This is an optimization exercise on Yosys and OpenROAD, whose aim is small area, a short achievable clock period and few clock cycles per item, not a production implementation. Function was checked by simulation only, so behaviour that the tests miss may differ from the original. No activity file was given, so power comes from the tool's default toggle rates.

==> flow/design.v (excerpt) <==
module processor(clk, reset, start_pc, max_pc, output_reg_addr,
                 instr_addr, instr, data_addr, data_in,
                 wb_en, wb_addr, wb_data, halted, OUTPUT_REG);
Size in the first run: about 1400 cells after synthesis, roughly 0.016 sq mm of cells after synthesis.
clock: 5.5 ns
lec_check: 0
cap_margin: 20
core_margin: 2
core_utilization: 40
cts_buf_list: sky130_fd_sc_hd__clkbuf_4 sky130_fd_sc_hd__clkbuf_8
setup_slack_margin: 1.5
slew_margin: 20
run.sh (not shown) runs the stock make flow with config.mk's settings and CLKGATE_MAP_FILE= SYNTH_SCRIPT=/design/flow/synth_recipe.tcl, a recipe that flattens the netlist after the stock synthesis.
The starting point went through all stages and came out clean.
Testbench counts at the start, summed over its fixed seeds: cycles 8,384, instructions 8,192.
Edit:
==> flow/flow/run.sh (new file) <==
#!/bin/bash
# The standard layout (standard.sh: the standard flow's own ORFS flow and synthesis),
# with two changes: the port buffers are inserted as buf_1 cells (resized
# later by the flow's repair steps where timing needs it), and clock tree
# synthesis uses clkbuf_4/clkbuf_8 and inserts no dummy load cells.
set -euo pipefail
export BUFFER_PORTS_ARGS="-buffer_cell sky130_fd_sc_hd__buf_1"
export CTS_ARGS="-sink_clustering_enable -repair_clock_nets -dont_use_dummy_load -buf_list {sky130_fd_sc_hd__clkbuf_4 sky130_fd_sc_hd__clkbuf_8}"
bash standard.sh > standard.log 2>&1
==> flow/standard.sh (new file) <==
#!/bin/bash
# synth_recipe.tcl (not shown) runs the flow's synth.tcl, then flattens the netlist and writes it again
# the make line also repeats each setting of config.mk as NAME=value (left out here)
make -C /OpenROAD-flow-scripts/flow DESIGN_CONFIG=/design/flow/config.mk WORK_HOME=/design/flow/orfs CLKGATE_MAP_FILE= SYNTH_SCRIPT=/design/flow/synth_recipe.tcl "${@:-finish}"
Settings changed: CORE_UTILIZATION 40 to 50, CTS_BUF_LIST sky130_fd_sc_hd__clkbuf_4 sky130_fd_sc_hd__clkbuf_8 to default, SETUP_SLACK_MARGIN 1.5 to 2.0.
removed: flow/run.sh
After rerunning:
- synthesized area is unchanged
- core utilization came out higher by 14 points
- setup slack is better by 0.18 ns
- design area barely changes
- count of clock-buffer cells in the layout decreases by 8
Edit:
==> flow/run.sh (new file) <==
#!/bin/bash
# synth_recipe.tcl (not shown) runs the flow's synth.tcl, then flattens the netlist and writes it again
# the make line also repeats each setting of config.mk as NAME=value (left out here)
make -C /OpenROAD-flow-scripts/flow DESIGN_CONFIG=/design/flow/config.mk WORK_HOME=/design/flow/orfs CLKGATE_MAP_FILE= SYNTH_SCRIPT=/design/flow/synth_recipe.tcl finish
Settings changed: CORE_UTILIZATION 50 to 40, SETUP_SLACK_MARGIN 2.0 to 2.5.
removed: flow/flow/run.sh
removed: flow/standard.sh
Result: First-iteration DRC count shrinks by 9.6%; total power grows by 18%; final area grows by 12%; worst setup slack loses 0.040 ns; via count shrinks by 0.55%; global-route usage shrinks by 7.8 points; area after synthesis is unchanged; final cell count grows by 10%.

========
processor again, from the RTL that the note above started with.
==> flow/config.mk <==
export PLATFORM = sky130hd
export DESIGN_NAME = processor
export DESIGN_NICKNAME = processor
export VERILOG_FILES = /design/flow/design.v
export SDC_FILE = /design/flow/constraint.sdc
export NUM_CORES = 4
export LEC_CHECK = 0
export CAP_MARGIN = 20
export CORE_MARGIN = 2
export CORE_UTILIZATION = 40
export SETUP_SLACK_MARGIN = 1.5
export SLEW_MARGIN = 20
==> flow/constraint.sdc <==
create_clock -name core_clock -period 5.5 [get_ports {clk}]
set_input_delay 1.1000 -clock core_clock [delete_from_list [all_inputs] [get_ports {clk}]]
set_output_delay 1.1000 -clock core_clock [all_outputs]
set_load 0.01 [all_outputs]
standard.sh (not shown) runs the stock make flow with config.mk's settings and CLKGATE_MAP_FILE= SYNTH_SCRIPT=/design/flow/synth_recipe.tcl, a recipe that flattens the netlist after the stock synthesis.
==> flow/flow/run.sh <==
#!/bin/bash
# The standard layout (standard.sh: the standard flow's own ORFS flow and synthesis),
# with two changes: the port buffers are inserted as buf_1 cells (resized
# later by the flow's repair steps where timing needs it), and clock tree
# synthesis uses clkbuf_4/clkbuf_8 and inserts no dummy load cells.
set -euo pipefail
export BUFFER_PORTS_ARGS="-buffer_cell sky130_fd_sc_hd__buf_1"
export CTS_ARGS="-sink_clustering_enable -repair_clock_nets -dont_use_dummy_load -buf_list {sky130_fd_sc_hd__clkbuf_4 sky130_fd_sc_hd__clkbuf_8}"
bash standard.sh > standard.log 2>&1
The baseline finished clean.
Testbench counts at the start, summed over its fixed seeds: cycles 8,384, instructions 8,192.
Rerun with:
- SETUP_SLACK_MARGIN: 1.5 -> 2.0
The new run finished clean.
Setup slack is better by 0.38 ns.
Non-clock buffer count came out higher by 60.
Global-route usage came out higher by 0.25 points.
Die area is unchanged.
Via count came out higher by 2.3%.
Final cell count came out higher by about 2.7%.
Worst hold slack is better by 0.045 ns.
Final area came out higher by about 6%.
Routed wire length came out higher by about 0.3%.
Power came out higher by about 3.7%.
Rerun with:
- CORE_UTILIZATION: 40 -> 50
- SETUP_SLACK_MARGIN: 2.0 -> 1.5
=>
- final cell count goes down by 9.0%
- first-iteration DRC count goes up by 16%
- via count goes down by 3.1%
- sequential power goes up by about 3%
- design area goes down by 8.5%
- routed wire length goes down by 12%
Rerun with:
- CORE_UTILIZATION: 50 -> 40
- SETUP_SLACK_MARGIN: 1.5 -> 2.25
Result: First-iteration DRC count came out lower by 15%. Fmax is higher by 4.7%. Die area grows by 24%. Worst hold slack is worse by 0.027 ns. Global-route usage shrinks by 4.8 points. Register-to-register slack degrades by 0.06 ns. Non-clock buffer count rises by 112. Flip-flop and latch count does not change. Design area rises by 13%. Utilization shrinks by 6.3 points.
Rerun with:
==> flow/run.sh (new file) <==
#!/bin/bash
# synth_recipe.tcl (not shown) runs the flow's synth.tcl, then flattens the netlist and writes it again
# the make line also repeats each setting of config.mk as NAME=value (left out here)
make -C /OpenROAD-flow-scripts/flow DESIGN_CONFIG=/design/flow/config.mk WORK_HOME=/design/flow/orfs CLKGATE_MAP_FILE= SYNTH_SCRIPT=/design/flow/synth_recipe.tcl finish
- SETUP_SLACK_MARGIN: 2.25 -> 1.0
removed: flow/flow/run.sh
removed: flow/standard.sh
Effect: Maximum frequency goes down by roughly a tenth; combinational power is lower by a quarter to a third; final area went down by a few percent.
Rerun with:
- SETUP_SLACK_MARGIN: 1.0 -> 1.5
The changed run ran to the end with no violations; design area climbs by a few percent; routed wire length climbs slightly; sequential power is about the same; worst setup slack improves by 0.26 ns.

========
v6:
The RTL this note starts from:
==> flow/design.v <==
module processor(clk, reset, start_pc, max_pc, output_reg_addr,
                 instr_addr, instr, data_addr, data_in,
                 wb_en, wb_addr, wb_data, halted, OUTPUT_REG);
input clk;
input reset;
input [7:0] start_pc;
input [7:0] max_pc;
input [4:0] output_reg_addr;
output [7:0] instr_addr;
input [31:0] instr;
output [4:0] data_addr;
input [7:0] data_in;
output wb_en;
output [4:0] wb_addr;
output [7:0] wb_data;
output reg halted;
output [7:0] OUTPUT_REG;
reg [7:0] rf [1:31];    
reg [7:0] pc_seq;       
reg [7:0] pc_br;        
reg       pc_sel;       
reg       first;        
reg       stopped;      
reg       w_valid;      
reg       w_lw;         
reg       w_slt;        
reg [4:0] w_rd;
reg [7:0] w_a;
reg [7:0] w_b;
integer i;
wire [7:0] PC = pc_sel ? pc_br : pc_seq;
assign instr_addr = PC;
wire [7:0] w_sum  = w_a + w_b;
wire       w_lt   = $signed(w_a) < $signed(w_b);
wire [7:0] w_data = w_lw ? data_in : w_slt ? {7'd0, w_lt} : w_sum;
assign data_addr = w_sum[4:0];
assign wb_en   = w_valid;
assign wb_addr = w_rd;
assign wb_data = w_data;
wire squash = stopped | (~first & (PC >= max_pc));
wire [5:0] op  = instr[31:26];
wire [4:0] rs  = instr[25:21];
wire [4:0] rt  = instr[20:16];
wire [4:0] rd  = instr[15:11];
wire [5:0] fn  = instr[5:0];
wire [7:0] imm = instr[7:0];
wire [4:0] rb = halted ? output_reg_addr : rt;
reg  [7:0] ra_val;
reg  [7:0] rb_val;
always @(*) begin
  ra_val = 8'd0;
  rb_val = 8'd0;
  for (i = 1; i < 32; i = i + 1) begin
    ra_val = ra_val | ({8{rs == i}} & rf[i]);
    rb_val = rb_val | ({8{rb == i}} & rf[i]);
  end
end
assign OUTPUT_REG = rb_val;
wire [7:0] va = (w_valid && w_rd == rs) ? w_data : ra_val;
wire [7:0] vb = (w_valid && w_rd == rt) ? w_data : rb_val;
wire is_r     = (op == 6'h00);
wire is_addu  = is_r & (fn == 6'h21);
wire is_slt   = is_r & (fn == 6'h2a);
wire is_jr    = is_r & (fn == 6'h08);
wire is_addiu = (op == 6'h09);
wire is_beq   = (op == 6'h04);
wire is_bne   = (op == 6'h05);
wire is_jal   = (op == 6'h03);
wire is_lw    = (op == 6'h23);
wire [7:0] pc1   = PC + 8'd1;
wire       eq    = (va == vb);
wire       taken = (is_beq & eq) | (is_bne & ~eq);
wire [4:0] wa  = is_jal ? 5'd31 : is_r ? rd : rt;
wire       wr  = (is_addu | is_slt | is_addiu | is_lw | is_jal) & (wa != 5'd0);
wire [7:0] rf_d = w_data & {8{~reset}};
always @(posedge clk) begin
  for (i = 1; i < 32; i = i + 1)
    if (reset | (w_valid & (w_rd == i)))
      rf[i] <= rf_d;
end
always @(posedge clk) begin
  pc_br <= PC + imm;
  w_a   <= is_jal ? pc1 : va;
  w_b   <= is_jal ? 8'd0 : (is_addiu | is_lw) ? imm : vb;
  w_rd  <= wa;
  w_lw  <= is_lw;
  w_slt <= is_slt;
  if (reset) begin
    pc_seq  <= start_pc;
    pc_sel  <= 1'b0;
    first   <= 1'b1;
    stopped <= 1'b0;
    halted  <= 1'b0;
    w_valid <= 1'b0;
  end else begin
    pc_seq  <= is_jal ? imm : is_jr ? va : pc1;
    pc_sel  <= taken;
    first   <= 1'b0;
    stopped <= squash;
    halted  <= squash;
    w_valid <= ~squash & wr;
  end
end
endmodule
make LEC_CHECK=0 ABC_CLOCK_PERIOD_IN_PS=2500 CAP_MARGIN=20 CORE_MARGIN=2 CORE_UTILIZATION=40 SETUP_SLACK_MARGIN=1.5 SLEW_MARGIN=20 finish   # period 5.5 ns
run.sh (not shown) runs the stock make flow with config.mk's settings and CLKGATE_MAP_FILE= SYNTH_SCRIPT=/design/flow/synth_recipe.tcl, a recipe that flattens the netlist after the stock synthesis.
Stock flow here: none of the scripts above is used.
The final layout from v6, which completed every stage, passed the timing, DRC and antenna checks at the end of the flow.
Testbench counts of v6, summed over its fixed seeds: cycles 8,384, instructions 8,192.
Edits applied to the flow inputs when going from v6 to v7:
- a change of ABC_CLOCK_PERIOD_IN_PS from 2500 to 1500
## What came out
Reported for v6 and v7, clock tree cell share of total cell area turned out identical to the last digit.
Met3 wire length came out exactly the same in v6 and v7.
Comparing v7 against v6, there is no change at all in total congestion overflow.
Reported for v6 and v7, well-tap cell count turned out identical to the last digit.
The maximum number of pins on one net before global-route repair was comparable across v6 and v7.
Summary of v7 over v6: total via count after detailed routing roughly the same, share of cells above drive strength 1 roughly the same.

## static timing again, ports no longer ideal
The flow's constraints put no driver on any port. The routed layouts listed below were extracted and timed again, unchanged, in two steps. Step 1 (the two cells are an assumption about what drives the block):
set clk [get_ports {clk}]
set_driving_cell -lib_cell sky130_fd_sc_hd__clkbuf_16 $clk
set_driving_cell -lib_cell sky130_fd_sc_hd__buf_2 [delete_from_list [all_inputs] $clk]
Step 2 also shifts input and output timing later by t, the mid clock arrival at the registers, as if the neighbouring blocks saw the same clock. a / b / c = no drivers / after step 1 / after step 2; a / b = the first two.
| run | shift t [ns] | slack for setup (ns) | worst data-port slew with drivers (ns) |
|---|---|---|---|
| the first run of note 1 | 0.712 | 1.490 / 1.447 / 0.778 | 0.07 |
| the second run of note 1 | 0.626 | 1.673 / 1.603 / 1.228 | 0.14 |
| the third run of note 1 | 0.600 | 1.633 / 1.592 / 1.592 | 0.08 |
| the first run of note 2 | 0.732 | 1.256 / 1.289 / 0.556 | 0.08 |
| the second run of note 2 | 0.712 | 1.636 / 1.590 / 1.194 | 0.06 |
| the third run of note 2 | 0.617 | 1.378 / 1.356 / 0.775 | 0.10 |
| the fourth run of note 2 | 0.737 | 1.564 / 1.509 / 1.418 | 0.07 |
| the fifth run of note 2 | 0.653 | 1.102 / 1.078 / 0.622 | 0.07 |
| the sixth run of note 2 | 0.658 | 1.360 / 1.360 / 0.702 | 0.07 |
| v6 | 0.657 | 1.000 / 0.961 / 0.834 | 0.08 |
| v7 | 0.657 | 1.000 / 0.961 / 0.834 | 0.08 |
After both steps setup and hold are still met in every run listed. For the first run of note 1, which loses most, drivers alone change the setup slack by -0.043 ns; drivers and shift together by -0.712 ns.
